What follows belongs to an exercise in optimizing a design on an open flow for small area and a short achievable clock period; a production flow would make more cautious choices.
Where RTL was checked, it was by simulation tests only, not by an equivalence proof against the original.
No functional check of the RTL was part of runs 2 and 3.

## flow/design.v (module list and top-level ports; edited modules follow where they fit)
// module ALU_ACC: 75 lines
// module mul16: 305 lines
// module div16: 681 lines
// module BR: 23 lines
// module IR: 23 lines
// module MAR: 28 lines
// module MBR: 33 lines
// module PC: 27 lines
// module bitcruncher_dp: 75 lines
module bitcruncher_dp(
    input         clk,
    input         rst_n,
    input  [21:0] ctrl,             
    input  [15:0] MBR_in_memory,
    output [7:0]  MAR_out_memory,
    output [15:0] MBR_out_memory,
    output [7:0]  IR_out,
    output [3:0]  ALUflags
    );
  // ...
==> flow/flow/run.sh <==
#!/bin/bash
# The standard layout, with the standard synthesis, but with timing repair
# aiming for 26 ns of setup slack instead of 0 (the clock period and the
# constraints are the design's own). Each step's output goes to its own log.
set -euo pipefail
bash standard.sh synth > synth.log 2>&1
bash standard.sh SETUP_SLACK_MARGIN=26 finish > layout.log 2>&1
==> flow/standard.sh <==
#!/bin/bash
# synth_recipe.tcl (not shown) runs the flow's synth.tcl, then flattens the netlist and writes it again
# the make line also repeats each setting of config.mk as NAME=value (left out here)
make -C /OpenROAD-flow-scripts/flow DESIGN_CONFIG=/design/flow/config.mk WORK_HOME=/design/flow/orfs CLKGATE_MAP_FILE= SYNTH_SCRIPT=/design/flow/synth_recipe.tcl "${@:-finish}"
==> flow/config.mk <==
export PLATFORM = sky130hd
export DESIGN_NAME = bitcruncher_dp
export DESIGN_NICKNAME = bitcruncher_dp
export VERILOG_FILES = /design/flow/design.v
export SDC_FILE = /design/flow/constraint.sdc
export NUM_CORES = 4
export LEC_CHECK = 0
export ABC_AREA = 1
export CAP_MARGIN = 20
export CORE_MARGIN = 2
export CORE_UTILIZATION = 55
export SLEW_MARGIN = 20
==> flow/constraint.sdc <==
create_clock -name core_clock -period 40.0 [get_ports {clk}]
set_input_delay 8.0000 -clock core_clock [delete_from_list [all_inputs] [get_ports {clk}]]
set_output_delay 8.0000 -clock core_clock [all_outputs]
set_load 0.01 [all_outputs]
==> impl_metrics.ini, run 1 <==
[status]
outcome = no timing/DRC/antenna violations

[cells_and_area]
seq-cell-share_pct = 10.43
n_all_inverters = 460

[yosys]
yosys_warnings = 6
synth-simple-area-share_pct = 26.09
ys_ff_latch = 92
synthAdderAreaFrac_pct = 27.51
synth_top_family_by_area = adder cells

[sta]
fin_crit_ns = 13.25
fin_setup_tns_ns = 0
hold_violations = 0

[clocking]
clkTransAtPathRegs_ns = 0.08
cts-root-buf = clkbuf_16
cts_hold_buf = 0

[worst_setup_path]
path_buf_inv = 4
cp_slowest_stage_delay_ns = 0.94
required_ns = 40.29

[grt]
grt_overflow = 0
grt.total_usage_pct = 39.22

[route]
top_layer = met5

[floorplan]
start_util_pct = 55.53

[flow_run]
drv_cap = 0
==> module ALU_ACC, before the edit <==
module ALU_ACC(
    input         clk,
    input         rst_n,
    input         C8,     
    input         C9,     
    input         C13,    
    input         C15,    
    input         C16,    
    input         C17,    
    input         C18,    
    input         C19,    
    input         C20,    
    input         C21,    
    input  [15:0] BR_out,
    output [15:0] ALU_out,
    output reg [3:0] ALUflags  
    );
    reg [15:0] ACC;
    assign ALU_out = ACC;
    wire n8  = ~C8;
    wire s9  = n8 & C9;
    wire n9  = n8 & ~C9;
    wire s13 = n9 & C13;
    wire n13 = n9 & ~C13;
    wire s15 = n13 & C15;
    wire n15 = n13 & ~C15;
    wire s16 = n15 & C16;
    wire n16 = n15 & ~C16;
    wire s17 = n16 & C17;
    wire n17 = n16 & ~C17;
    wire s18 = n17 & C18;
    wire n18 = n17 & ~C18;
    wire s19 = n18 & C19;
    wire n19 = n18 & ~C19;
    wire s20 = n19 & C20;
    wire n20 = n19 & ~C20;
    wire s21 = n20 & C21;
    wire hold = n20 & ~C21;
    wire sas = s9 | s13;
    wire        sub = ~C9;
    wire [15:0] bx  = BR_out ^ {16{sub}};
    wire [16:0] as  = {1'b0, ACC} + {1'b0, bx} + {16'd0, sub};
    wire as_cf = as[16] ^ sub;                  
    wire as_of = (ACC[15] == bx[15]) && (as[15] != ACC[15]);
    wire [15:0] prod;
    wire        mul_of;
    mul16 u_mul(.a(ACC), .b(BR_out), .p(prod), .of(mul_of));
    wire [15:0] quot;
    div16 u_div(.a(ACC), .d(BR_out), .q(quot));
    wire quot_z = as_cf;
    wire [15:0] acc_nd =
          ({16{hold}} & ACC)
        | ({16{sas}}  & as[15:0])
        | ({16{s15}}  & prod)
        | ({16{s17}}  & {1'b0, ACC[15:1]})
        | ({16{s18}}  & {ACC[14:0], 1'b0})
        | ({16{s19}}  & (ACC & BR_out))
        | ({16{s20}}  & (ACC | BR_out))
        | ({16{s21}}  & ~ACC);
    wire [15:0] acc_n = acc_nd | ({16{s16}} & quot);
    wire zf_n = hold ? ALUflags[3] : (s16 ? quot_z : ~|acc_nd);
    wire cf_n = hold ? ALUflags[2] : (sas & as_cf);
    wire of_n = hold ? ALUflags[1] : ((sas & as_of) | (s15 & mul_of));
    wire sf_n = hold ? ALUflags[0] : acc_n[15];
    always @(posedge clk or negedge rst_n) begin
        if (!rst_n) begin
            ACC      <= 16'b0;
            ALUflags <= 4'b0;
        end
        else begin
            ACC      <= acc_n;
            ALUflags <= {zf_n, cf_n, of_n, sf_n};
        end
    end
endmodule
==> run 2: changes to the inputs <==
--- a/flow/design.v
+++ b/flow/design.v
@@ -45,2 +45,4 @@
     wire as_of = (ACC[15] == bx[15]) && (as[15] != ACC[15]);
+    wire add_z = ((ACC ^ BR_out) == {ACC[14:0] | BR_out[14:0], 1'b0});
+    wire sub_z = (ACC == BR_out);
     wire [15:0] prod;
@@ -51,5 +53,4 @@
     wire quot_z = as_cf;
-    wire [15:0] acc_nd =
+    wire [15:0] acc_nl =
           ({16{hold}} & ACC)
-        | ({16{sas}}  & as[15:0])
         | ({16{s15}}  & prod)
@@ -60,4 +61,6 @@
         | ({16{s21}}  & ~ACC);
-    wire [15:0] acc_n = acc_nd | ({16{s16}} & quot);
-    wire zf_n = hold ? ALUflags[3] : (s16 ? quot_z : ~|acc_nd);
+    wire [15:0] acc_n = acc_nl | ({16{sas}} & as[15:0]) | ({16{s16}} & quot);
+    wire zf_n = hold ? ALUflags[3] :
+                s16  ? quot_z :
+                sas  ? (C9 ? add_z : sub_z) : ~|acc_nl;
     wire cf_n = hold ? ALUflags[2] : (sas & as_cf);
--- a/flow/config.mk
+++ b/flow/config.mk
@@ -10,3 +10,3 @@
 export CORE_MARGIN = 2
-export CORE_UTILIZATION = 55
+export CORE_UTILIZATION = 40
 export SLEW_MARGIN = 20
==> run 2 against run 1 <==
Non-clock buffer count grew 3. Global-route usage shrank 10 points. Synthesized area grew 4.1%. Highest routed layer is now met4. Hold slack lost 0.0059 ns.
==> impl_metrics.ini, run 2 <==
[yosys]
yosysMostFrequentCell = nand2_1
synth_cell_types = 67
postSynthAreaPerCell_um2 = 7.178
synthArstFlopShare_pct = 82.61
synth-xor-area-share_pct = 8.983
synth_seq_area_share_pct = 11.31
synth_top_area_share_pct = 20.44
synth_top_area_cell = ha_1
synthTopCellsByArea = ha_1, nand2_1, dfrtp_1, fa_1, inv_1
synthMuxAreaShare_pct = 0.7249
yosys_warnings = 6
synth_flop_cell = dfrtp_1
netlist_instances = 2934
synth-compound-area-share_pct = 14.60
ys_ff_latch = 92
synth_top_family_by_area = adder cells
synth-simple-area-share_pct = 25.53
synthAdderAreaFrac_pct = 28.33
netlist_top_cells_count = nand2_1, inv_1, ha_1
synth_edf_count = 16
synth.net_count = 3401
syn_area_mm2 = 0.02106

[route]
dr.pass1.iters = 8
routed_via_density = 5.623
ant_nets = 0
drcViolationCount = 0
drtIter0Drc = 1705
routedWlPerCell_um = 21.13
via_count = 21100
routed_wl_um = 79290

[floorplan]
ios = 76
die_area_mm2 = 0.05450
die_y_um = 233.5
start_util_pct = 40.23
num_rows = 84
core_mm2 = 0.05234
fp.dieW_um = 233.5

[sta]
tightest_slew_ns = 1.161
rsz0062_at_grt = true
setup_ws_ns = 26.89
fin_setup_tns_ns = 0
whs_ns = 0.4894
fmax_mhz = 76.25
hold_violations = 0
finalSetupViolCount = 0
timing.final.crit_share_pct = 32.78
drv_slew = 0
fin_crit_ns = 13.11
finalClockSkew_ns = 0.01447
relSlewSlack_pct = 22.35

[worst_setup_path]
criticalPathCategory = reg -> reg
critPathLaunchType = register
critPathTopFamily = simple AND/OR/NAND/NOR gates
required_ns = 40.26
cp-end-kind = register
cpMostUsedCell = nand2_1
path_buf_inv = 22
critPathArrivalTime_ns = 13.37
crit_fanout = 36
crit_slowest_cell = nor2_1
cp_slowest_stage_delay_ns = 0.40

[clocking]
clkLatencyLatePin_ns = 0.36
clkTransAtPathRegs_ns = 0.08
cts-root-buf = clkbuf_16
cts_buffers = 9
cts_hold_buf = 0
numClockSinks = 92
cts_tree = done
h-tree-depth = 3
cts_buffer_depth = 2

[grt]
grt_pass1_vias = 20670
antenna_found_initial = 0
grt_overflow = 0
grt_pass1_wl_um = 120700
grt_max_degree = 50
grt.total_usage_pct = 28.96

[status]
outcome = no timing/DRC/antenna violations

[cells_and_area]
num_antenna_cells = 0
fin_util_pct = 45.68
layout-drive-gt1-share_pct = 12.76
final_cell_mix = nand2_1, inv_1, ha_1, nor2_1, a21oi_1
design_area_mm2 = 0.02391
fin_nets = 3526
stdcell_count = 3752
layout.cells.most_common = nand2_1
fillCellCount = 5305
area_delta_synth_final_pct = 13.53

[flow_run]
drv_cap = 0

[placed_design]
gp_congestion = 0.9488
io_buffers = 72
place_inst = 3660
place_hpwl_um = 59130
post-place-ws_ns = 23.90
dpl_cell_area_mm2 = 0.02252

[worst_hold_path]
min_path_type = reg -> reg
==> run 2: changes by cell type in the layout (fill, tap and decap cells not counted), moves of 6 or more <==
cell / delta
a21oi_1: -6
a221oi_1: +9
buf_6: +6
ha_1: +30
inv_1: +19
nand2_1: +22
nand2_2: +7
nand3_1: -15
nand3b_1: +6
nand4_1: -6
nor2_4: +7
nor4_1: +9
o21ai_0: -22
xnor2_1: +6
==> run 2: what timing repair did <==
item / in CTS / in global routing
buffers inserted: 13 / 62
hold endpoints to repair: 0 / 0
resized for setup: 31 / 95
endpoints found under the setup margin: 4 / 4
pin swaps: 4 / 18
==> run 2: worst reg2reg max path: cells and delay by family, from the launching register on <==
kind,cells,cell delay (ns)
xor+xnor,1,0.17
flops,1,0.37
simple gates,42,5.16
buf+inv,22,2.70
compound gates,14,2.35
fa+ha+maj,9,2.25
==> run 2: layer usage <==
layer / GRT usage (%) / share of wire [%]
met1: 38.08 / 42
met4: 13.81 / 5.3
met2: 46.94 / 45
met3: 3.748 / 7.3
met5: 0 / 0
==> run 2: logic make-up after synthesis <==
family | after synthesis
simple gates | 1143
fa+ha+maj | 427
mux | 14
xor+xnor | 216
buf+inv | 549
flops | 92
compound gates | 493
==> run 2: final cells by class <==
class | instances | area (µm²) | area share [%]
well taps | 688 | 860.8 | 3.601
flip-flops and latches | 92 | 2387 | 9.985
clock buffers | 9 | 225.2 | 0.9420
repair buffers | 189 | 1712 | 7.159
clock inverters | 7 | 80.08 | 0.3349
multi-input cells | 2293 | 16800 | 70.27
inverters | 474 | 1842 | 7.704
==> run 2: worst paths after layout <==
path | from | endpoint | slack (ns) | depth (start not counted)
hold reg to reg | u_ALU_ACC.ALUflags[3] | u_ALU_ACC.ALUflags[3] | 0.49 | 2
hold / removal | u_ALU_ACC.ALUflags[3] | u_ALU_ACC.ALUflags[3] | 0.49 | 2
setup reg to reg | u_BR.BRr[0] | u_ALU_ACC.ACC[1] | 26.89 | 88
max in group asynchronous | rst_n | u_BR.BRr[14] | 31.34 | 2
setup / recovery | u_BR.BRr[0] | u_ALU_ACC.ACC[1] | 26.89 | 88
min in group asynchronous | rst_n | u_MAR.MARr[2] | 7.57 | 1
==> run 3: changes to the inputs <==
--- a/flow/design.v
+++ b/flow/design.v
@@ -39,10 +39,6 @@
     wire hold = n20 & ~C21;
-    wire sas = s9 | s13;
-    wire        sub = ~C9;
-    wire [15:0] bx  = BR_out ^ {16{sub}};
-    wire [16:0] as  = {1'b0, ACC} + {1'b0, bx} + {16'd0, sub};
-    wire as_cf = as[16] ^ sub;                  
-    wire as_of = (ACC[15] == bx[15]) && (as[15] != ACC[15]);
-    wire add_z = ((ACC ^ BR_out) == {ACC[14:0] | BR_out[14:0], 1'b0});
-    wire sub_z = (ACC == BR_out);
+    wire [16:0] sum  = {1'b0, ACC} + {1'b0, BR_out};
+    wire [16:0] diff = {1'b0, ACC} - {1'b0, BR_out};
+    wire add_of = (ACC[15] == BR_out[15]) && (sum[15] != ACC[15]);
+    wire sub_of = (ACC[15] != BR_out[15]) && (diff[15] != ACC[15]);
     wire [15:0] prod;
@@ -52,5 +48,7 @@
     div16 u_div(.a(ACC), .d(BR_out), .q(quot));
-    wire quot_z = as_cf;
-    wire [15:0] acc_nl =
+    wire quot_z = diff[16];
+    wire [15:0] acc_nd =
           ({16{hold}} & ACC)
+        | ({16{s9}}   & sum[15:0])
+        | ({16{s13}}  & diff[15:0])
         | ({16{s15}}  & prod)
@@ -61,8 +59,6 @@
         | ({16{s21}}  & ~ACC);
-    wire [15:0] acc_n = acc_nl | ({16{sas}} & as[15:0]) | ({16{s16}} & quot);
-    wire zf_n = hold ? ALUflags[3] :
-                s16  ? quot_z :
-                sas  ? (C9 ? add_z : sub_z) : ~|acc_nl;
-    wire cf_n = hold ? ALUflags[2] : (sas & as_cf);
-    wire of_n = hold ? ALUflags[1] : ((sas & as_of) | (s15 & mul_of));
+    wire [15:0] acc_n = acc_nd | ({16{s16}} & quot);
+    wire zf_n = hold ? ALUflags[3] : (s16 ? quot_z : ~|acc_nd);
+    wire cf_n = hold ? ALUflags[2] : ((s9 & sum[16]) | (s13 & diff[16]));
+    wire of_n = hold ? ALUflags[1] : ((s9 & add_of) | (s13 & sub_of) | (s15 & mul_of));
     wire sf_n = hold ? ALUflags[0] : acc_n[15];
==> run 3 against run 2 <==
Synthesized cell count grew 1.0%. Routed wire length rose by 1.4%. Count of clock-buffer cells in the layout is 1 higher. Global-route usage is 0.15 points lower. Flip-flop and latch count unchanged. Register-to-register slack lost 0.10 ns.
==> impl_metrics.ini, run 3 <==
[grt]
grt_pass1_wl_um = 120800
grt_overflow = 0
grt.total_usage_pct = 28.81
grt_max_degree = 58
antenna_found_initial = 0
grt_pass1_vias = 20380

[worst_hold_path]
min_path_type = reg -> reg

[worst_setup_path]
criticalPathCategory = reg -> reg
path_buf_inv = 17
cp-end-kind = register
crit_fanout = 19
required_ns = 40.32
cp_slowest_stage_delay_ns = 0.40
critPathTopFamily = simple AND/OR/NAND/NOR gates
critPathArrivalTime_ns = 13.53
critPathLaunchType = register
crit_slowest_cell = nor3_2
cpMostUsedCell = nand2_1

[sta]
whs_ns = 0.4949
tightest_slew_ns = 0.9545
drv_slew = 0
fin_crit_ns = 13.22
rsz0062_at_grt = false
fmax_mhz = 75.67
timing.final.crit_share_pct = 33.04
finalSetupViolCount = 0
relSlewSlack_pct = 36.30
hold_violations = 0
finalClockSkew_ns = 0.01779
fin_setup_tns_ns = 0

[yosys]
yosysMostFrequentCell = nand2_1
synth_cell_types = 71
syn_area_mm2 = 0.02124
synth_top_area_share_pct = 20.14
netlist_instances = 2964
synth.net_count = 3430
synthTopCellsByArea = ha_1, nand2_1, dfrtp_1, fa_1, inv_1
synth_top_area_cell = ha_1
synthArstFlopShare_pct = 82.61
yosys_warnings = 6
netlist_top_cells_count = nand2_1, inv_1, ha_1
synth_seq_area_share_pct = 11.21
synth_edf_count = 16
postSynthAreaPerCell_um2 = 7.167
ys_ff_latch = 92
synth_flop_cell = dfrtp_1

[clocking]
cts_buffers = 9
clkLatencyLatePin_ns = 0.38
numClockSinks = 92
cts_tree = done
cts-root-buf = clkbuf_16
cts_hold_buf = 0
cts_buffer_depth = 2
h-tree-depth = 3
clkTransAtPathRegs_ns = 0.08

[floorplan]
start_util_pct = 40.43
die_y_um = 234.5
fp.dieW_um = 234.5
die_area_mm2 = 0.05497
ios = 76
core_mm2 = 0.05255
num_rows = 84

[cells_and_area]
num_antenna_cells = 0
layout.cells.most_common = nand2_1
fin_nets = 3542
final_cell_mix = nand2_1, inv_1, ha_1, nor2_1, a21oi_1
area_delta_synth_final_pct = 12.26
fin_util_pct = 45.38
stdcell_count = 3769
design_area_mm2 = 0.02385
fillCellCount = 5383
layout-drive-gt1-share_pct = 13.08
multiInputGateArea_mm2 = 0.01685
regArea_mm2 = 0.002395

[route]
drtIter0Drc = 1938
dr.pass1.iters = 10
drcViolationCount = 0
via_count = 21220
ant_nets = 0
routed_via_density = 5.631
routedWlPerCell_um = 21.32
routed_wl_um = 80370

[placed_design]
io_buffers = 72
gp_congestion = 1.000
place_inst = 3711
place_hpwl_um = 60110
dpl_cell_area_mm2 = 0.02288

[status]
outcome = no timing/DRC/antenna violations

[flow_run]
drv_cap = 0
run 3: changes by cell type in the layout (fill, tap and decap cells not counted), sizes merged, moves of 7 or more:
| cell | previous run | this run |
|---|---|---|
| a21oi | 177 | 198 |
| buf | 119 | 96 |
| inv | 452 | 469 |
| nand2 | 629 | 636 |
| nand3 | 149 | 163 |
| nand3b | 20 | 12 |
| nor4 | 13 | 4 |
| o21ai | 100 | 112 |
| xnor2 | 66 | 52 |
| xor2 | 150 | 143 |
run 3: path summary, 6_finish.rpt:
kind,cells past startpoint,start,to,slack (ns)
min,2,u_ALU_ACC.ALUflags[0],u_ALU_ACC.ALUflags[0],0.49
max in group asynchronous,2,rst_n,u_BR.BRr[15],31.29
min in group asynchronous,1,rst_n,u_ALU_ACC.ALUflags[0],7.52
max reg2reg,87,u_BR.BRr[4],u_ALU_ACC.ACC[0],26.78
min reg2reg,2,u_ALU_ACC.ALUflags[0],u_ALU_ACC.ALUflags[0],0.49
max,87,u_BR.BRr[4],u_ALU_ACC.ACC[0],26.78
run 3: worst min-delay path: cells and delay by family, from the launching register on:
kind / cells / cell delay (ns)
DFF: 1 / 0.36
and+or+nand+nor: 2 / 0.11
run 3: layer usage:
metal,track usage [%],wire length (µm),vias to the layer above
li1,-,-,9967
met1,37.66,34780,10210
met2,47.51,36600,839
met3,3.464,5206,208
met4,13.07,3779,0
met5,0,0,-
run 3: stage by stage:
stage	setup WS (ns)
after floorplan	26.74
after detailed placement	24.22
after global routing	25.80
after global placement	24.28
final	26.78
after CTS	26.09
run 3: cell type report:
type | instances | area share, %
Clock buffer | 10 | 0.9601
Clock inverter | 6 | 0.3043
Inverter | 485 | 7.854
Multi-Input combinational cell | 2321 | 70.64
Sequential cell | 92 | 10.04
Tap cell | 688 | 3.609
Timing Repair Buffer | 167 | 6.589
run 3: cells by family (layout without fill, tap and decap cells):
family                     count (synthesis)  count (layout)  share of synthesized area (%)
and+or+nand+nor                         1164            1164                          26.65
buffers and inverters                    551             668                          10.24
AOI/OAI and AO/OA                        524             524                          15.17
adders and majority gates                426             426                          28.06
xor gates and xnor gates                 195             195                          8.039
DFF                                       92              92                          11.21
muxes                                     12              12                         0.6243
run 3: timing repair:
| action | CTS | global route |
|---|---|---|
| gates resized for setup | 31 | 63 |
| buffers inserted | 12 | 29 |
| setup endpoints to repair | 4 | 4 |
| gates cloned | 0 | 1 |
| hold endpoints to repair | 0 | 0 |
| pin swaps | 4 | 9 |
==> run 4: changes to the inputs <==
--- a/flow/design.v
+++ b/flow/design.v
@@ -39,6 +39,8 @@
     wire hold = n20 & ~C21;
-    wire [16:0] sum  = {1'b0, ACC} + {1'b0, BR_out};
-    wire [16:0] diff = {1'b0, ACC} - {1'b0, BR_out};
-    wire add_of = (ACC[15] == BR_out[15]) && (sum[15] != ACC[15]);
-    wire sub_of = (ACC[15] != BR_out[15]) && (diff[15] != ACC[15]);
+    wire sas = s9 | s13;
+    wire        sub = ~C9;
+    wire [15:0] bx  = BR_out ^ {16{sub}};
+    wire [16:0] as  = {1'b0, ACC} + {1'b0, bx} + {16'd0, sub};
+    wire as_cf = as[16] ^ sub;                  
+    wire as_of = (ACC[15] == bx[15]) && (as[15] != ACC[15]);
     wire [15:0] prod;
@@ -48,7 +50,6 @@
     div16 u_div(.a(ACC), .d(BR_out), .q(quot));
-    wire quot_z = diff[16];
+    wire quot_z = as_cf;
     wire [15:0] acc_nd =
           ({16{hold}} & ACC)
-        | ({16{s9}}   & sum[15:0])
-        | ({16{s13}}  & diff[15:0])
+        | ({16{sas}}  & as[15:0])
         | ({16{s15}}  & prod)
@@ -61,4 +62,4 @@
     wire zf_n = hold ? ALUflags[3] : (s16 ? quot_z : ~|acc_nd);
-    wire cf_n = hold ? ALUflags[2] : ((s9 & sum[16]) | (s13 & diff[16]));
-    wire of_n = hold ? ALUflags[1] : ((s9 & add_of) | (s13 & sub_of) | (s15 & mul_of));
+    wire cf_n = hold ? ALUflags[2] : (sas & as_cf);
+    wire of_n = hold ? ALUflags[1] : ((sas & as_of) | (s15 & mul_of));
     wire sf_n = hold ? ALUflags[0] : acc_n[15];
==> flow/flow/run.sh (replaced) <==
#!/bin/bash
# The standard layout with two changes in how it is made (the clock period and
# the constraints are the design's own):
#  - synthesis is the standard one, except that ABC maps for area with
#    "map -a" (a copy of ORFS's scripts folder with only abc_area.script
#    changed; registers are mapped before ABC, so they are the standard ones);
#  - timing repair aims for 26 ns of setup slack instead of 0.
# Each step's output goes to its own log.
set -euo pipefail
cp -r "$FLOW_HOME/scripts" ./scripts_abc
printf 'strash\ndch\nmap -a\ntopo\nstime -c\nbuffer -c\nupsize -c\ndnsize -c\n' > ./scripts_abc/abc_area.script
bash standard.sh SCRIPTS_DIR="$PWD/scripts_abc" synth > synth.log 2>&1
bash standard.sh SETUP_SLACK_MARGIN=26 finish > layout.log 2>&1
==> run 4 against run 3 <==
Still clean on timing, DRC and antenna. Flip-flop and latch count did not move. Clock skew fell by 0.011 ns. Register-to-register slack worse by 0.58 ns. Synthesized area shrank 11%. Design area up 1.4%. Via count shrank 7.3%. First-iteration DRC count decreased by 4.5%. Critical path type unchanged. Critical endpoint unchanged.
==> impl_metrics.ini, run 4 <==
[grt]
grt_pass1_wl_um = 110500
grt_pass1_vias = 18970
antenna_found_initial = 0
grt.total_usage_pct = 28.71
grt_overflow = 0
grt_max_degree = 44

[cells_and_area]
multiInputGateArea_mm2 = 0.01626
fillCellCount = 4234
area_delta_synth_final_pct = 27.96
final_cell_mix = inv_1, ha_1, nand2_1, nor2_1, buf_4
regArea_mm2 = 0.002394
num_antenna_cells = 0
fin_nets = 3214
layout.cells.most_common = inv_1
stdcell_count = 3391
layout-drive-gt1-share_pct = 23.89

[yosys]
synth_flop_cell = dfrtp_1
synth-simple-area-share_pct = 17.03
yosysMostFrequentCell = inv_1
synth_seq_area_share_pct = 12.60
synthAdderAreaFrac_pct = 29.49
syn_area_mm2 = 0.01891
synth-compound-area-share_pct = 20.96
synth_top_family_by_area = adder cells
synth_cell_types = 74
synthMuxAreaShare_pct = 0.1059
synth-xor-area-share_pct = 10.33
postSynthAreaPerCell_um2 = 7.503
netlist_instances = 2520
synthTopCellsByArea = ha_1, dfrtp_1, fa_1, inv_1, xor2_1
synth_top_area_cell = ha_1
ys_ff_latch = 92
yosys_warnings = 6
netlist_top_cells_count = inv_1, ha_1, nor2_1
synth_edf_count = 16
synth_top_area_share_pct = 20.65
synth.net_count = 2955
synthArstFlopShare_pct = 82.61

[worst_setup_path]
cpMostUsedCell = nor2_4
critPathArrivalTime_ns = 14.03
critPathLaunchType = register
r2r_cells = 89
cp-end-kind = register
criticalPathCategory = reg -> reg
required_ns = 40.23
cp_slowest_stage_delay_ns = 0.44
crit_slowest_cell = dfrtp_2
crit_fanout = 19

[sta]
rsz0062_at_grt = true
tightest_slew_ns = 1.091
finalClockSkew_ns = 0.006872
fin_setup_tns_ns = 0
whs_ns = 0.4960
relSlewSlack_pct = 26.58
fmax_mhz = 72.50
finalSetupViolCount = 0
timing.final.crit_share_pct = 34.48
fin_crit_ns = 13.79
drv_slew = 0
hold_violations = 0
setup_ws_ns = 26.21

[clocking]
cts_tree = done
cts_buffer_depth = 2
cts-root-buf = clkbuf_16
clkTransAtPathRegs_ns = 0.08
cts_buffers = 9
clkLatencyLatePin_ns = 0.37
numClockSinks = 92
h-tree-depth = 3
cts_hold_buf = 0

[route]
ant_nets = 0
dr.pass1.iters = 6
routed_wl_um = 74550
drcViolationCount = 0
drtIter0Drc = 1850
routedWlPerCell_um = 21.99
routed_via_density = 5.804
via_count = 19680

[placed_design]
post-place-ws_ns = 21.27
place_hpwl_um = 51030
place_inst = 3170
gp_congestion = 0.9196
io_buffers = 72

[floorplan]
num_rows = 79
die_area_mm2 = 0.04902
ios = 76
start_util_pct = 40.61
core_mm2 = 0.04656
die_y_um = 221.4
fp.dieW_um = 221.4

[worst_hold_path]
min_path_type = reg -> reg
worstHoldPathCells = 2

[flow_run]
drv_cap = 0

[status]
outcome = no timing/DRC/antenna violations
[run 4: path summary, 6_finish.rpt]
| check | from | end | slack [ns] |
|---|---|---|---|
| max | u_BR.BRr[0] | u_ALU_ACC.ACC[0] | 26.21 |
| min | u_MAR.MARr[0] | u_MAR.MARr[0] | 0.50 |
| max reg2reg | u_BR.BRr[0] | u_ALU_ACC.ACC[0] | 26.21 |
| min reg2reg | u_MAR.MARr[0] | u_MAR.MARr[0] | 0.50 |
| max in group asynchronous | rst_n | u_BR.BRr[0] | 31.38 |
| min in group asynchronous | rst_n | u_PC.PCr[0] | 7.57 |
[run 4: worst max-delay path: cells and delay by family (launching register included)]
kind                     cells  cell delay (ns)
AO/OA/AOI/OAI               26             5.05
buffers and inverters       25             3.09
adder cells (fa/ha/maj)      8             1.81
AND/OR/NAND/NOR             30             3.28
flip-flops                   1             0.44
[run 4: cell families (layout without fill, tap and decap cells)]
| kind of cell | Yosys count | in the layout |
|---|---|---|
| xor gates and xnor gates | 223 | 223 |
| buffers and inverters | 467 | 730 |
| and+or+nand+nor | 730 | 731 |
| DFF | 92 | 92 |
| AOI/OAI and AO/OA | 610 | 610 |
| muxes | 2 | 2 |
| adders and majority gates | 396 | 396 |
[run 4: repair_timing]
| item | CTS | global route |
|---|---|---|
| hold endpoints to repair | 0 | 0 |
| gates cloned | 1 | 3 |
| gates resized for setup | 168 | 286 |
| buffers inserted | 78 | 123 |
| pin swaps | 65 | 140 |
| endpoints found under the setup margin | 6 | 3 |
[run 4: routing by layer]
layer  global-route usage [%]  routed length [µm]
met5                        0                   0
met4                    10.65                3605
met3                    5.112                6581
met2                    46.77               33590
met1                    37.95               30770
[run 4: layout make-up]
type,instances,share of cell area [%]
clock buffer,9,0.9309
inverter,391,6.547
multi-input combinational,1962,67.21
timing repair buffer,322,11.93
tap,607,3.139
clock inverter,7,0.3362
sequential,92,9.893
timing repair inverter,1,0.02069
[run 4: stage by stage]
step,util [%],cell area (µm²)
global placement,43.87,20420
finish,51.97,24190
global route,51.97,24190
CTS,47.35,22040
detailed placement,43.87,20420
floorplan,-,18920
==> run 5: changes to the inputs <==
--- a/flow/flow/run.sh
+++ b/flow/flow/run.sh
@@ -10,3 +10,3 @@
 cp -r "$FLOW_HOME/scripts" ./scripts_abc
-printf 'strash\ndch\nmap -a\ntopo\nstime -c\nbuffer -c\nupsize -c\ndnsize -c\n' > ./scripts_abc/abc_area.script
+printf 'strash\ndch -f\nmap -a\ntopo\nstime -c\nbuffer -c\nupsize -c\ndnsize -c\n' > ./scripts_abc/abc_area.script
 bash standard.sh SCRIPTS_DIR="$PWD/scripts_abc" synth > synth.log 2>&1
==> run 5 against run 4 <==
Still clean. Critical path depth rose by 12. Via count rose by 0.27%. Hold slack got worse by 0.024 ns. Core utilization fell by 1.2 points. Cell count rose by 0.56%. Setup slack got worse by 0.015 ns. Sequential share of layout area barely moved. Count of clock-buffer cells in the layout did not move. Design area fell by 0.29%. Global-route usage rose by 0.53 points.
==> impl_metrics.ini, run 5 <==
[worst_setup_path]
crit_fanout = 7
critPathArrivalTime_ns = 14.06
cpMostUsedCell = nor2_2
required_ns = 40.26
critPathLaunchType = register
cp_slowest_stage_delay_ns = 0.39
cp-end-kind = register
crit_slowest_cell = dfrtp_1
criticalPathCategory = reg -> reg

[cells_and_area]
fin_nets = 3225
num_antenna_cells = 0
final_cell_mix = inv_1, ha_1, nand2_1, nor2_1, buf_4
fillCellCount = 4425
fin_util_pct = 50.73
area_delta_synth_final_pct = 25.56
layout.cells.most_common = inv_1
layout-drive-gt1-share_pct = 23.08

[route]
routedWlPerCell_um = 22.38
routed_via_density = 5.788
routed_wl_um = 76330
dr.pass1.iters = 6
drtIter0Drc = 1889
drcViolationCount = 0
via_count = 19740
ant_nets = 0

[yosys]
synth_edf_count = 16
syn_area_mm2 = 0.01921
ys_ff_latch = 92
synth_cell_types = 79
netlist_top_cells_count = inv_1, ha_1, nand2_1
synth.net_count = 2981
synth_seq_area_share_pct = 12.40
synth_top_area_share_pct = 20.32
synthArstFlopShare_pct = 82.61
netlist_instances = 2546
yosysMostFrequentCell = inv_1
yosys_warnings = 6
synth_top_area_cell = ha_1
synthTopCellsByArea = ha_1, dfrtp_1, fa_1, inv_1, xor2_1
synth_flop_cell = dfrtp_1
postSynthAreaPerCell_um2 = 7.546

[floorplan]
start_util_pct = 40.41
num_rows = 80
core_mm2 = 0.04755
fp.dieW_um = 223.2
die_y_um = 223.2
die_area_mm2 = 0.04980
ios = 76

[clocking]
numClockSinks = 92
h-tree-depth = 3
clkTransAtPathRegs_ns = 0.08
cts_buffer_depth = 2
cts_hold_buf = 0
cts_tree = done
cts-root-buf = clkbuf_16
cts_buffers = 9
clkLatencyLatePin_ns = 0.38

[sta]
hold_violations = 0
drv_slew = 0
relSlewSlack_pct = 21.86
timing.final.crit_share_pct = 34.52
whs_ns = 0.4725
finalSetupViolCount = 0
finalClockSkew_ns = 0.01484
tightest_slew_ns = 1.164
fmax_mhz = 72.42
fin_crit_ns = 13.81
fin_setup_tns_ns = 0
rsz0062_at_grt = true

[grt]
grt.total_usage_pct = 29.24
grt_max_degree = 64
grt_pass1_vias = 18680
grt_pass1_wl_um = 111600
grt_overflow = 0
antenna_found_initial = 2

[flow_run]
drv_cap = 0

[worst_hold_path]
min_path_type = reg -> reg

[placed_design]
gp_congestion = 0.9763
io_buffers = 72
place_hpwl_um = 53600

[status]
outcome = no timing/DRC/antenna violations
## run 5: cell count changes after synthesis, sizes merged, moves of 5 or more
| cell | previous run | this run |
|---|---|---|
| nor2 | 312 | 279 |
| nand2 | 268 | 296 |
| inv | 381 | 399 |
| o21ai | 165 | 179 |
| nand4 | 12 | 21 |
| clkbuf | 60 | 52 |
| o22ai | 81 | 74 |
| clkinv | 10 | 16 |
| nor3 | 51 | 46 |
| o211ai | 7 | 12 |
## run 5: repair_timing
action / CTS / global route
pin swaps: 33 / 158
resized for setup: 93 / 284
cloned: 1 / 1
endpoints found under the setup margin: 5 / 5
buffers inserted: 54 / 136
## run 5: cell type report
cell class	instances	area [µm²]	share of cell area (%)
Multi-Input combinational cell	1968	16220	67.26
Timing Repair Buffer	304	2760	11.44
Sequential cell	92	2387	9.897
Inverter	415	1677	6.951
Tap cell	615	769.5	3.190
Clock buffer	9	225.2	0.9337
Clock inverter	7	78.83	0.3268
## run 5: per-layer routing
metal / routed length, µm / up-vias / share of wire, % / GRT usage (%)
li1: - / 9044 / - / -
met1: 31180 / 9494 / 41 / 38.89
met2: 34570 / 957 / 45 / 47.45
met3: 6673 / 237 / 8.7 / 4.438
met4: 3871 / 4 / 5.1 / 11.97
met5: 27 / - / 0.035 / 0
## run 5: kinds of logic after synthesis
kind of cell / share of synthesized area, %
compound gates: 20.74
xor+xnor: 10.35
simple gates: 17.56
flops: 12.40
fa+ha+maj: 29.02
buf+inv: 9.932
## run 5: final timing paths
path	depth (start not counted)	from	endpoint	slack, ns
max	101	u_BR.BRr[14]	u_ALU_ACC.ACC[1]	26.19
min	0	u_MBR.MBRr[5]	u_MBR.MBR_out_memory[5]	0.47
max reg2reg	101	u_BR.BRr[14]	u_ALU_ACC.ACC[1]	26.19
min reg2reg	0	u_MBR.MBRr[5]	u_MBR.MBR_out_memory[5]	0.47
max in group asynchronous	2	rst_n	u_BR.BRr[13]	31.27
min in group asynchronous	1	rst_n	u_IR.IRr[3]	7.49
## run 5: worst max-delay path, delay by kind of cell (launching register included)
kind,cells,cell delay [ns]
flops,1,0.39
compound gates,20,3.74
simple gates,53,6.08
fa+ha+maj,7,1.37
buf+inv,21,2.03
## run 5: stage by stage
| stage | cell area (µm²) | setup slack, ns | std cells |
|---|---|---|---|
| floorplan | 19210 | 26.23 | 2546 |
| global placement | 20670 | 22.47 | 3202 |
| detailed placement | 20680 | 22.17 | 3202 |
| CTS | 21810 | 26.01 | 3273 |
| global route | 24120 | 25.60 | 3410 |
| finish | 24120 | 26.19 | 3410 |
==> run 6: changes to the inputs <==
==> flow/flow/run.sh (replaced) <==
#!/bin/bash
# The standard layout, with the standard synthesis, changed in two ways (the
# clock period and the constraints are the design's own):
#  - timing repair aims for 26 ns of setup slack instead of 0;
#  - after synthesis the delay cells (clkdlybuf4s*, dlygate*, dlymetal*) are
#    added to the platform's don't-use list, so the port buffers that
#    placement inserts are plain buffers instead of delay buffers.
# Each step's output goes to its own log.
set -euo pipefail
bash standard.sh synth > synth.log 2>&1
DONT_USE="sky130_fd_sc_hd__lpflow_bleeder_1 sky130_fd_sc_hd__lpflow_clkbufkapwr_1 sky130_fd_sc_hd__lpflow_clkbufkapwr_16 sky130_fd_sc_hd__lpflow_clkbufkapwr_2 sky130_fd_sc_hd__lpflow_clkbufkapwr_4 sky130_fd_sc_hd__lpflow_clkbufkapwr_8 sky130_fd_sc_hd__lpflow_clkinvkapwr_1 sky130_fd_sc_hd__lpflow_clkinvkapwr_16 sky130_fd_sc_hd__lpflow_clkinvkapwr_2 sky130_fd_sc_hd__lpflow_clkinvkapwr_4 sky130_fd_sc_hd__lpflow_clkinvkapwr_8 sky130_fd_sc_hd__lpflow_decapkapwr_12 sky130_fd_sc_hd__lpflow_decapkapwr_3 sky130_fd_sc_hd__lpflow_decapkapwr_4 sky130_fd_sc_hd__lpflow_decapkapwr_6 sky130_fd_sc_hd__lpflow_decapkapwr_8 sky130_fd_sc_hd__lpflow_inputiso0n_1 sky130_fd_sc_hd__lpflow_inputiso0p_1 sky130_fd_sc_hd__lpflow_inputiso1n_1 sky130_fd_sc_hd__lpflow_inputiso1p_1 sky130_fd_sc_hd__lpflow_inputisolatch_1 sky130_fd_sc_hd__lpflow_isobufsrc_1 sky130_fd_sc_hd__lpflow_isobufsrc_16 sky130_fd_sc_hd__lpflow_isobufsrc_2 sky130_fd_sc_hd__lpflow_isobufsrc_4 sky130_fd_sc_hd__lpflow_isobufsrc_8 sky130_fd_sc_hd__lpflow_isobufsrckapwr_16 sky130_fd_sc_hd__lpflow_lsbuf_lh_hl_isowell_tap_1 sky130_fd_sc_hd__lpflow_lsbuf_lh_hl_isowell_tap_2 sky130_fd_sc_hd__lpflow_lsbuf_lh_hl_isowell_tap_4 sky130_fd_sc_hd__lpflow_lsbuf_lh_isowell_4 sky130_fd_sc_hd__lpflow_lsbuf_lh_isowell_tap_1 sky130_fd_sc_hd__lpflow_lsbuf_lh_isowell_tap_2 sky130_fd_sc_hd__lpflow_lsbuf_lh_isowell_tap_4 sky130_fd_sc_hd__probe_p_8 sky130_fd_sc_hd__probec_p_8 sky130_fd_sc_hd__clkdlybuf4s15_1 sky130_fd_sc_hd__clkdlybuf4s15_2 sky130_fd_sc_hd__clkdlybuf4s18_1 sky130_fd_sc_hd__clkdlybuf4s18_2 sky130_fd_sc_hd__clkdlybuf4s25_1 sky130_fd_sc_hd__clkdlybuf4s25_2 sky130_fd_sc_hd__clkdlybuf4s50_1 sky130_fd_sc_hd__clkdlybuf4s50_2 sky130_fd_sc_hd__dlygate4sd1_1 sky130_fd_sc_hd__dlygate4sd2_1 sky130_fd_sc_hd__dlygate4sd3_1 sky130_fd_sc_hd__dlymetal6s2s_1 sky130_fd_sc_hd__dlymetal6s4s_1 sky130_fd_sc_hd__dlymetal6s6s_1 "
bash standard.sh SETUP_SLACK_MARGIN=26 "DONT_USE_CELLS=$DONT_USE" finish > layout.log 2>&1
==> run 6 against run 5 <==
Setup slack improved by 0.79 ns. Core utilization fell by 6.4 points. Flip-flop and latch count did not move. First-iteration DRC count rose by 2.7%. Synthesized area rose by 5.3%. Register-to-register slack improved by 0.79 ns. Via count rose by 3.9%.
==> impl_metrics.ini, run 6 <==
[worst_setup_path]
worst-path-stages = 89
path_buf_inv = 18
cpMostUsedCell = nand2_1
critPathLaunchType = register
cp-end-kind = register
critPathLaunch = u_BR.BRr[11]
r2r-end = u_ALU_ACC.ACC[1]
ff2ff_setup_slack_ns = 26.98
crit_slowest_cell = dfrtp_2
r2r_cells = 89
critPathTopFamily = simple AND/OR/NAND/NOR gates
crit_end = u_ALU_ACC.ACC[1]
required_ns = 40.22
r2r-start = u_BR.BRr[11]
crit_fanout = 18
critPathArrivalTime_ns = 13.24
criticalPathCategory = reg -> reg
cp_slowest_stage_delay_ns = 0.50

[sta]
tightest_slew_ns = 1.070
hold_violations = 0
rsz0062_at_grt = false
fin_setup_tns_ns = 0
timing.final.crit_share_pct = 32.56
fin_crit_ns = 13.02
setup_ws_ns = 26.98
relSlewSlack_pct = 28.44
finalSetupViolCount = 0
drv_slew = 0
fmax_mhz = 76.79
finalClockSkew_ns = 0.01504

[floorplan]
die_y_um = 228.9
fp.dieW_um = 228.9
core_mm2 = 0.05007
num_rows = 82
start_util_pct = 40.41
die_area_mm2 = 0.05239
ios = 76

[yosys]
yosys_warnings = 6
synthArstFlopShare_pct = 82.61
synth_flop_cell = dfrtp_1
yosysMostFrequentCell = nand2_1
synth.net_count = 3308
synth_top_area_cell = ha_1
ys_ff_latch = 92
synthTopCellsByArea = ha_1, nand2_1, dfrtp_1, fa_1, inv_1
synth_cell_types = 64
synth_seq_area_share_pct = 11.78
synth_top_area_share_pct = 19.30
netlist_instances = 2873
syn_area_mm2 = 0.02023
netlist_top_cells_count = nand2_1, inv_1, ha_1
postSynthAreaPerCell_um2 = 7.042
synth_edf_count = 16

[grt]
grt_pass1_wl_um = 115200
grt_max_degree = 52
grt_pass1_vias = 19290
grt_overflow = 0
antenna_found_initial = 1
grt.total_usage_pct = 28.36

[cells_and_area]
final_cell_mix = nand2_1, inv_1, ha_1, nor2_1, a21oi_1
fin_nets = 3414
layout-drive-gt1-share_pct = 10.59
fillCellCount = 5250
layout.cells.most_common = nand2_1
area_delta_synth_final_pct = 9.648
num_antenna_cells = 0

[route]
drcViolationCount = 0
ant_nets = 0
via_count = 20510
routedWlPerCell_um = 20.80
routed_via_density = 5.610
drtIter0Drc = 1940
dr.pass1.iters = 6
routed_wl_um = 76060

[clocking]
h-tree-depth = 3
cts_tree = done
clkLatencyLatePin_ns = 0.37
cts_buffers = 9
clkTransAtPathRegs_ns = 0.08
cts_buffer_depth = 2
numClockSinks = 92
cts_hold_buf = 0
cts-root-buf = clkbuf_16

[placed_design]
post-place-ws_ns = 23.65
gp_congestion = 0.9610
io_buffers = 72
place_hpwl_um = 58900

[worst_hold_path]
min_path_type = reg -> reg

[flow_run]
drv_cap = 0

[status]
outcome = no timing/DRC/antenna violations
==> run 6: cell count changes in the layout (fill, tap and decap cells not counted), moves of 30 or more <==
| cell | change |
|---|---|
| nand2_1 | +265 |
| nor2_4 | -32 |
| buf_2 | +30 |
| buf_1 | +119 |
| inv_1 | +79 |
| nor2_2 | -30 |
| xnor2_1 | -33 |
| buf_4 | -191 |
| clkdlybuf4s50_1 | -70 |
| o21ai_0 | -30 |
| nand4_1 | +51 |
| nand3_1 | +102 |
==> run 6: worst min path at each step <==
stage	to	startpoint	cells after the start
after floorplan	u_MBR.MBR_out_memory[0]	u_MBR.MBRr[0]	0
after global placement	u_ALU_ACC.ALUflags[0]	u_ALU_ACC.ALUflags[0]	2
after detailed placement	u_ALU_ACC.ALUflags[0]	u_ALU_ACC.ALUflags[0]	2
after CTS	u_ALU_ACC.ALUflags[0]	u_ALU_ACC.ALUflags[0]	2
after global routing	u_IR.IRr[1]	u_IR.IRr[1]	1
final	u_ALU_ACC.ALUflags[0]	u_ALU_ACC.ALUflags[0]	2
==> run 6: metrics by stage <==
| stage | utilization (%) | std cells | hold slack (ns) | cell area, µm² |
|---|---|---|---|---|
| finish | 44.30 | 3656 | 0.4877 | 22180 |
| CTS | 43.53 | 3622 | 0.4930 | 21800 |
| floorplan | - | 2873 | 0.4688 | 20230 |
| global route | 44.30 | 3656 | 0.5372 | 22180 |
| global placement | 42.40 | 3589 | 0.4664 | 21230 |
| detailed placement | 42.40 | 3589 | 0.4680 | 21230 |
==> run 6: final cells by class <==
| type | count | area, µm² | area share (%) |
|---|---|---|---|
| clock buffers | 9 | 225.2 | 1.015 |
| clock inverters | 7 | 67.56 | 0.3046 |
| inverters | 460 | 1780 | 8.026 |
| multi-input cells | 2246 | 16070 | 72.44 |
| flip-flops and latches | 92 | 2397 | 10.81 |
| well taps | 672 | 840.8 | 3.790 |
| repair buffers | 170 | 803.3 | 3.621 |
==> run 6: logic make-up after synthesis <==
group | Yosys count | share of synthesized area [%]
AO/OA/AOI/OAI | 494 | 14.68
XOR/XNOR | 209 | 9.048
adder cells (fa/ha/maj) | 395 | 27.51
buffers and inverters | 535 | 10.14
flip-flops | 92 | 11.78
multiplexers | 14 | 0.7545
AND/OR/NAND/NOR | 1134 | 26.09
==> run 6: worst reg2reg max path, delay by kind of cell (launching register included) <==
kind	cells	cell delay [ns]
fa+ha+maj	8	1.83
flops	1	0.50
simple gates	50	6.15
buf+inv	18	2.26
compound gates	13	2.14
==> run 6: routing by layer <==
layer | wire length (µm) | GRT usage [%] | up-vias | share of wire [%]
met5 | 12 | 0 | - | 0.016
met4 | 3572 | 12.13 | 2 | 4.7
met2 | 34390 | 46.49 | 902 | 45
met3 | 5845 | 2.632 | 185 | 7.7
li1 | - | - | 9659 | -
met1 | 32240 | 38.14 | 9762 | 42
==> run 6: what timing repair did <==
item                       in CTS  in global routing
setup endpoints to repair       4                  4
gates resized for setup        44                 62
setup buffers                  17                 34
pin swaps                       4                 13
==> run 7: changes to the inputs <==
--- a/flow/flow/run.sh
+++ b/flow/flow/run.sh
@@ -3,3 +3,3 @@
 # clock period and the constraints are the design's own):
-#  - timing repair aims for 26 ns of setup slack instead of 0;
+#  - timing repair aims for 28 ns of setup slack instead of 0;
 #  - after synthesis the delay cells (clkdlybuf4s*, dlygate*, dlymetal*) are
@@ -11,2 +11,2 @@
 DONT_USE="sky130_fd_sc_hd__lpflow_bleeder_1 sky130_fd_sc_hd__lpflow_clkbufkapwr_1 sky130_fd_sc_hd__lpflow_clkbufkapwr_16 sky130_fd_sc_hd__lpflow_clkbufkapwr_2 sky130_fd_sc_hd__lpflow_clkbufkapwr_4 sky130_fd_sc_hd__lpflow_clkbufkapwr_8 sky130_fd_sc_hd__lpflow_clkinvkapwr_1 sky130_fd_sc_hd__lpflow_clkinvkapwr_16 sky130_fd_sc_hd__lpflow_clkinvkapwr_2 sky130_fd_sc_hd__lpflow_clkinvkapwr_4 sky130_fd_sc_hd__lpflow_clkinvkapwr_8 sky130_fd_sc_hd__lpflow_decapkapwr_12 sky130_fd_sc_hd__lpflow_decapkapwr_3 sky130_fd_sc_hd__lpflow_decapkapwr_4 sky130_fd_sc_hd__lpflow_decapkapwr_6 sky130_fd_sc_hd__lpflow_decapkapwr_8 sky130_fd_sc_hd__lpflow_inputiso0n_1 sky130_fd_sc_hd__lpflow_inputiso0p_1 sky130_fd_sc_hd__lpflow_inputiso1n_1 sky130_fd_sc_hd__lpflow_inputiso1p_1 sky130_fd_sc_hd__lpflow_inputisolatch_1 sky130_fd_sc_hd__lpflow_isobufsrc_1 sky130_fd_sc_hd__lpflow_isobufsrc_16 sky130_fd_sc_hd__lpflow_isobufsrc_2 sky130_fd_sc_hd__lpflow_isobufsrc_4 sky130_fd_sc_hd__lpflow_isobufsrc_8 sky130_fd_sc_hd__lpflow_isobufsrckapwr_16 sky130_fd_sc_hd__lpflow_lsbuf_lh_hl_isowell_tap_1 sky130_fd_sc_hd__lpflow_lsbuf_lh_hl_isowell_tap_2 sky130_fd_sc_hd__lpflow_lsbuf_lh_hl_isowell_tap_4 sky130_fd_sc_hd__lpflow_lsbuf_lh_isowell_4 sky130_fd_sc_hd__lpflow_lsbuf_lh_isowell_tap_1 sky130_fd_sc_hd__lpflow_lsbuf_lh_isowell_tap_2 sky130_fd_sc_hd__lpflow_lsbuf_lh_isowell_tap_4 sky130_fd_sc_hd__probe_p_8 sky130_fd_sc_hd__probec_p_8 sky130_fd_sc_hd__clkdlybuf4s15_1 sky130_fd_sc_hd__clkdlybuf4s15_2 sky130_fd_sc_hd__clkdlybuf4s18_1 sky130_fd_sc_hd__clkdlybuf4s18_2 sky130_fd_sc_hd__clkdlybuf4s25_1 sky130_fd_sc_hd__clkdlybuf4s25_2 sky130_fd_sc_hd__clkdlybuf4s50_1 sky130_fd_sc_hd__clkdlybuf4s50_2 sky130_fd_sc_hd__dlygate4sd1_1 sky130_fd_sc_hd__dlygate4sd2_1 sky130_fd_sc_hd__dlygate4sd3_1 sky130_fd_sc_hd__dlymetal6s2s_1 sky130_fd_sc_hd__dlymetal6s4s_1 sky130_fd_sc_hd__dlymetal6s6s_1 "
-bash standard.sh SETUP_SLACK_MARGIN=26 "DONT_USE_CELLS=$DONT_USE" finish > layout.log 2>&1
+bash standard.sh SETUP_SLACK_MARGIN=28 "DONT_USE_CELLS=$DONT_USE" finish > layout.log 2>&1
==> run 7 against run 6 <==
Still clean on timing, DRC and antenna. Synthesized cell count unchanged. Global-route usage increased by 0.77 points. Flip-flop and latch count unchanged. First-iteration DRC count decreased by 7.2%. Count of clock-buffer cells in the layout unchanged. Non-clock buffer count increased by 227.
==> impl_metrics.ini, run 7 <==
[sta]
fin_crit_ns = 12.24
drv_slew = 0
relSlewSlack_pct = 28.46
finalSetupViolCount = 0
finalClockSkew_ns = 0.007027
fin_setup_tns_ns = 0
fmax_mhz = 81.70
hold_violations = 0
rsz0062_at_grt = true
tightest_slew_ns = 1.046
timing.final.crit_share_pct = 30.60

[cells_and_area]
num_antenna_cells = 0
layout-drive-gt1-share_pct = 19.36
fin_util_pct = 48.86
area_delta_synth_final_pct = 20.91
fin_nets = 3642
final_cell_mix = nand2_1, inv_1, ha_1, buf_1, nor2_1
layout.cells.most_common = nand2_1

[worst_hold_path]
hold_path_end = u_ALU_ACC.ALUflags[0]
min_path_type = reg -> reg
worstHoldPathCells = 2
min_from = u_ALU_ACC.ALUflags[0]

[yosys]
netlist_instances = 2873
synth_seq_area_share_pct = 11.78
synth_edf_count = 16
synth-xor-area-share_pct = 9.048
netlist_top_cells_count = nand2_1, inv_1, ha_1
yosys_warnings = 6
synth-simple-area-share_pct = 26.09
synth_top_family_by_area = adder cells
synth.net_count = 3308
synthTopCellsByArea = ha_1, nand2_1, dfrtp_1, fa_1, inv_1
synth-compound-area-share_pct = 14.68
synth_top_area_share_pct = 19.30
yosysMostFrequentCell = nand2_1
synth_cell_types = 64
synthAdderAreaFrac_pct = 27.51
syn_area_mm2 = 0.02023
postSynthAreaPerCell_um2 = 7.042
synth_flop_cell = dfrtp_1
synthMuxAreaShare_pct = 0.7545
synth_top_area_cell = ha_1
synthArstFlopShare_pct = 82.61
ys_ff_latch = 92

[worst_setup_path]
critPathLaunchType = register
criticalPathCategory = reg -> reg
cp-end-kind = register
r2r-start = u_BR.BRr[9]
ff2ff_setup_slack_ns = 27.76
crit_fanout = 7
critPathLaunch = u_BR.BRr[9]
cp_slowest_stage_delay_ns = 0.41
crit_slowest_cell = dfrtp_1
critPathArrivalTime_ns = 12.46
r2r-end = u_ALU_ACC.ACC[0]
cpMostUsedCell = nand2_1
required_ns = 40.22
r2r_cells = 91

[placed_design]
place_hpwl_um = 57460
gp_congestion = 0.9464
io_buffers = 72

[clocking]
cts_buffers = 9
clkLatencyLatePin_ns = 0.37
cts-root-buf = clkbuf_16
numClockSinks = 92
cts_tree = done
cts_buffer_depth = 2
clkTransAtPathRegs_ns = 0.07
h-tree-depth = 3
cts_hold_buf = 0

[route]
routedWlPerCell_um = 20.62
drtIter0Drc = 1800
routed_wl_um = 80080
dr.pass1.iters = 8
routed_via_density = 5.604
drcViolationCount = 0
via_count = 21760
ant_nets = 0

[grt]
grt_use_met1_pct = 37.39
grt_max_degree = 48
grt_overflow = 0
antenna_found_initial = 0
grtUsageMet3_pct = 4.167
grt_pass1_wl_um = 119900
grt_pass1_vias = 20950
grtUsageMet2_pct = 48.05
grt.total_usage_pct = 29.13
gr-max-usage-layer = met2

[floorplan]
start_util_pct = 40.41
fp.dieW_um = 228.9
die_y_um = 228.9
ios = 76
die_area_mm2 = 0.05239
num_rows = 82
core_mm2 = 0.05007

[status]
outcome = no timing/DRC/antenna violations

[flow_run]
drv_cap = 0
run 7: cell counts after synthesis:
No cell type changed its count.
run 7: worst max path at each step:
stage                                  end
final                     u_ALU_ACC.ACC[0]
after global routing      u_ALU_ACC.ACC[0]
after CTS                 u_ALU_ACC.ACC[0]
after detailed placement  u_ALU_ACC.ACC[0]
after global placement    u_ALU_ACC.ACC[0]
after floorplan           u_ALU_ACC.ACC[0]
run 7: final cells by class:
class | instances | area [µm²]
Clock buffer | 9 | 225.2
Clock inverter | 7 | 62.56
Fill cell | 5091 | 25610
Inverter | 460 | 1827
Multi-Input combinational cell | 2247 | 17090
Sequential cell | 92 | 2406
Tap cell | 672 | 840.8
Timing Repair Buffer | 397 | 2013
run 7: kinds of logic after synthesis:
group                      count (synthesis)
adders and majority gates                395
xor gates and xnor gates                 209
buffers and inverters                    535
muxes                                     14
AOI/OAI and AO/OA                        494
DFF                                       92
and+or+nand+nor                         1134
run 7: through the flow:
step                cells  setup slack (ns)  cell area, µm²  hold slack, ns
floorplan            2873             28.02           20260          0.4688
global placement     3584             23.52           21240          0.4640
detailed placement   3584             23.45           21250          0.4724
CTS                  3736             27.86           22750          0.4961
global route         3884             27.24           24460          0.5322
finish               3884             27.76           24460          0.4883
run 7: layer usage:
layer,part of all wire [%],vias to the layer above
met5,0,-
met4,5.5,0
met3,7.8,260
met2,46,998
met1,41,10380
li1,-,10130
run 7: critical path, delay by kind of cell, from the launching register on:
kind	cells	cell delay (ns)
simple gates	49	5.88
buf+inv	25	2.89
fa+ha+maj	8	1.75
compound gates	9	1.10
flops	1	0.41
run 7: repair_timing:
item / in CTS / in global routing
endpoints found under the setup margin: 7 / 5
pin swaps: 50 / 113
resized for setup: 158 / 289
gates cloned: 0 / 2
setup buffers: 136 / 146
==> run 8: changes to the inputs <==
--- a/flow/flow/run.sh
+++ b/flow/flow/run.sh
@@ -3,3 +3,3 @@
 # clock period and the constraints are the design's own):
-#  - timing repair aims for 28 ns of setup slack instead of 0;
+#  - timing repair aims for 27 ns of setup slack instead of 0;
 #  - after synthesis the delay cells (clkdlybuf4s*, dlygate*, dlymetal*) are
@@ -11,2 +11,2 @@
 DONT_USE="sky130_fd_sc_hd__lpflow_bleeder_1 sky130_fd_sc_hd__lpflow_clkbufkapwr_1 sky130_fd_sc_hd__lpflow_clkbufkapwr_16 sky130_fd_sc_hd__lpflow_clkbufkapwr_2 sky130_fd_sc_hd__lpflow_clkbufkapwr_4 sky130_fd_sc_hd__lpflow_clkbufkapwr_8 sky130_fd_sc_hd__lpflow_clkinvkapwr_1 sky130_fd_sc_hd__lpflow_clkinvkapwr_16 sky130_fd_sc_hd__lpflow_clkinvkapwr_2 sky130_fd_sc_hd__lpflow_clkinvkapwr_4 sky130_fd_sc_hd__lpflow_clkinvkapwr_8 sky130_fd_sc_hd__lpflow_decapkapwr_12 sky130_fd_sc_hd__lpflow_decapkapwr_3 sky130_fd_sc_hd__lpflow_decapkapwr_4 sky130_fd_sc_hd__lpflow_decapkapwr_6 sky130_fd_sc_hd__lpflow_decapkapwr_8 sky130_fd_sc_hd__lpflow_inputiso0n_1 sky130_fd_sc_hd__lpflow_inputiso0p_1 sky130_fd_sc_hd__lpflow_inputiso1n_1 sky130_fd_sc_hd__lpflow_inputiso1p_1 sky130_fd_sc_hd__lpflow_inputisolatch_1 sky130_fd_sc_hd__lpflow_isobufsrc_1 sky130_fd_sc_hd__lpflow_isobufsrc_16 sky130_fd_sc_hd__lpflow_isobufsrc_2 sky130_fd_sc_hd__lpflow_isobufsrc_4 sky130_fd_sc_hd__lpflow_isobufsrc_8 sky130_fd_sc_hd__lpflow_isobufsrckapwr_16 sky130_fd_sc_hd__lpflow_lsbuf_lh_hl_isowell_tap_1 sky130_fd_sc_hd__lpflow_lsbuf_lh_hl_isowell_tap_2 sky130_fd_sc_hd__lpflow_lsbuf_lh_hl_isowell_tap_4 sky130_fd_sc_hd__lpflow_lsbuf_lh_isowell_4 sky130_fd_sc_hd__lpflow_lsbuf_lh_isowell_tap_1 sky130_fd_sc_hd__lpflow_lsbuf_lh_isowell_tap_2 sky130_fd_sc_hd__lpflow_lsbuf_lh_isowell_tap_4 sky130_fd_sc_hd__probe_p_8 sky130_fd_sc_hd__probec_p_8 sky130_fd_sc_hd__clkdlybuf4s15_1 sky130_fd_sc_hd__clkdlybuf4s15_2 sky130_fd_sc_hd__clkdlybuf4s18_1 sky130_fd_sc_hd__clkdlybuf4s18_2 sky130_fd_sc_hd__clkdlybuf4s25_1 sky130_fd_sc_hd__clkdlybuf4s25_2 sky130_fd_sc_hd__clkdlybuf4s50_1 sky130_fd_sc_hd__clkdlybuf4s50_2 sky130_fd_sc_hd__dlygate4sd1_1 sky130_fd_sc_hd__dlygate4sd2_1 sky130_fd_sc_hd__dlygate4sd3_1 sky130_fd_sc_hd__dlymetal6s2s_1 sky130_fd_sc_hd__dlymetal6s4s_1 sky130_fd_sc_hd__dlymetal6s6s_1 "
-bash standard.sh SETUP_SLACK_MARGIN=28 "DONT_USE_CELLS=$DONT_USE" finish > layout.log 2>&1
+bash standard.sh SETUP_SLACK_MARGIN=27 "DONT_USE_CELLS=$DONT_USE" finish > layout.log 2>&1
==> run 8 against run 7 <==
Critical path type unchanged. Highest routed layer unchanged. Flip-flop and latch count unchanged. Critical endpoint unchanged. Global-route usage decreased by 0.60 points. First-iteration DRC count down 1.4%. Cell count decreased by 3.8%. Non-clock buffer count fell by 148.
==> impl_metrics.ini, run 8 <==
[status]
outcome = no timing/DRC/antenna violations

[sta]
tightest_slew_ns = 1.202
finalClockSkew_ns = 0.01311
rsz0062_at_grt = false
timing.final.crit_share_pct = 30.84
fin_crit_ns = 12.34
fin_setup_tns_ns = 0
hold_violations = 0
fmax_mhz = 81.06
relSlewSlack_pct = 19.30
drv_slew = 0
finalSetupViolCount = 0

[clocking]
cts_buffers = 9
cts_tree = done
clkTransAtPathRegs_ns = 0.08
h-tree-depth = 3
numClockSinks = 92
clkLatencyLatePin_ns = 0.36

[route]
routed_via_density = 5.643
dr.pass1.iters = 6
drcViolationCount = 0
via_count = 21080
routed_wl_um = 77270
drtIter0Drc = 1775

[cells_and_area]
final_cell_mix = nand2_1, inv_1, ha_1, nor2_1, a21oi_1
design_area_mm2 = 0.02300
layout-drive-gt1-share_pct = 13.68
fin_nets = 3493
regArea_mm2 = 0.002402
layout.cells.most_common = nand2_1
fillCellCount = 5237
multiInputGateArea_mm2 = 0.01639

[worst_hold_path]
worstHoldPathCells = 2
min_path_type = reg -> reg

[placed_design]
dpl_cell_area_mm2 = 0.02123
gp_congestion = 0.9771
place_hpwl_um = 57620
io_buffers = 72

[worst_setup_path]
critPathLaunch = u_BR.BRr[9]
cp_slowest_stage_delay_ns = 0.40
cpMostUsedCell = nand2_1
criticalPathCategory = reg -> reg
crit_fanout = 20
required_ns = 40.20
critPathArrivalTime_ns = 12.54
r2r_cells = 92
r2r-start = u_BR.BRr[9]
crit_slowest_cell = dfrtp_1

[floorplan]
die_y_um = 228.9
start_util_pct = 40.41
core_mm2 = 0.05007
die_area_mm2 = 0.05239

[yosys]
synth_top_area_share_pct = 19.30
synth_flop_cell = dfrtp_1
synthArstFlopShare_pct = 82.61
ys_ff_latch = 92
synth_seq_area_share_pct = 11.78
synthTopCellsByArea = ha_1, nand2_1, dfrtp_1, fa_1, inv_1
yosys_warnings = 6
yosysMostFrequentCell = nand2_1
synth.net_count = 3308
postSynthAreaPerCell_um2 = 7.042
netlist_top_cells_count = nand2_1, inv_1, ha_1
synth_cell_types = 64

[grt]
antenna_found_initial = 1
grt_pass1_vias = 20150
grt.total_usage_pct = 28.53
grt_overflow = 0
grt_pass1_wl_um = 116600

[flow_run]
drv_cap = 0
-- run 8: cell counts after synthesis --
Identical to the previous run, type by type.
-- run 8: metal layers --
layer	up-vias	share of wire (%)	track usage, %	routed length, µm
met1	10100	42	37.22	32070
met4	0	4.9	12.24	3749
li1	9809	-	-	-
met2	942	46	47.53	35500
met5	-	0	0	0
met3	224	7.7	3.481	5951
-- run 8: final cells by class --
class | instances | area share, %
Clock inverter | 7 | 0.2938
Timing Repair Buffer | 249 | 5.441
Tap cell | 672 | 3.656
Multi-Input combinational cell | 2246 | 71.28
Sequential cell | 92 | 10.45
Clock buffer | 9 | 0.9794
Inverter | 460 | 7.900
-- run 8: worst min path at each step --
stage | startpoint | to | slack [ns]
4_1_cts | u_ALU_ACC.ALUflags[0] | u_ALU_ACC.ALUflags[0] | 0.49
2_1_floorplan | u_MBR.MBRr[0] | u_MBR.MBR_out_memory[0] | 0.47
3_3_place_gp | u_ALU_ACC.ALUflags[0] | u_ALU_ACC.ALUflags[0] | 0.47
5_1_grt | u_IR.IRr[1] | u_IR.IRr[1] | 0.53
6_report | u_ALU_ACC.ALUflags[0] | u_ALU_ACC.ALUflags[0] | 0.49
3_5_place_dp | u_ALU_ACC.ALUflags[0] | u_ALU_ACC.ALUflags[0] | 0.47
-- run 8: repair_timing --
action / 4_1_cts / 5_1_grt
resized for setup: 81 / 141
gates cloned: 0 / 1
setup endpoints to repair: 6 / 5
pin swaps: 11 / 43
setup buffers: 39 / 94
-- run 8: kinds of logic after synthesis --
group                    after synthesis  share of synthesized area (%)
buffers and inverters                535                          10.14
AND/OR/NAND/NOR                     1134                          26.09
XOR/XNOR                             209                          9.048
AO/OA/AOI/OAI                        494                          14.68
multiplexers                          14                         0.7545
adder cells (fa/ha/maj)              395                          27.51
flip-flops                            92                          11.78
-- run 8: critical path, delay by kind of cell, from the launching register on --
family / cells / cell delay [ns]
and+or+nand+nor: 53 / 6.10
DFF: 1 / 0.40
buffers and inverters: 17 / 1.85
AOI/OAI and AO/OA: 13 / 1.98
xor gates and xnor gates: 1 / 0.14
adders and majority gates: 8 / 1.69
-- run 8: per-stage QoR --
stage          cells  setup WS (ns)  utilization, %
3_3_place_gp    3584          23.15           42.37
6_report        3735          27.66           45.93
5_1_grt         3735          26.77           45.93
2_1_floorplan   2873          27.18               -
3_5_place_dp    3585          23.36           42.41
4_1_cts         3640          27.01           43.96

## re-timing with driven ports
Ports are ideal in the flow. The routed layouts listed here were re-timed in OpenROAD. Step 1: set_driving_cell puts a clkbuf_16 on clk and a buf_2 on each other input, an assumption about the parent block. Step 2 also shifts input and output timing later by t, the mid clock arrival at the registers, as if the neighbouring blocks saw the same clock. a / b / c = ideal / step 1 / step 2; a / b = the first two.
| run | t, ns | setup slack, ns | worst setup path at the end |
|---|---|---|---|
| run 1 | 0.408 | 26.747 / 26.772 / 26.364 | input to register |
| run 2 | 0.398 | 26.886 / 26.886 / 26.886 | register to register |
| run 3 | 0.425 | 26.784 / 26.784 / 26.784 | register to register |
| run 4 | 0.414 | 26.206 / 26.206 / 26.206 | register to register |
| run 5 | 0.410 | 26.191 / 26.191 / 26.191 | register to register |
| run 6 | 0.406 | 26.977 / 26.977 / 26.977 | register to register |
| run 7 | 0.411 | 27.760 / 27.760 / 27.760 | register to register |
| run 8 | 0.408 | 27.664 / 27.664 / 27.385 | input to register |
After both steps every run listed still meets setup and hold. The setup slack of run 1, which loses most, moves by +0.025 ns with the drivers and by -0.383 ns with both steps.
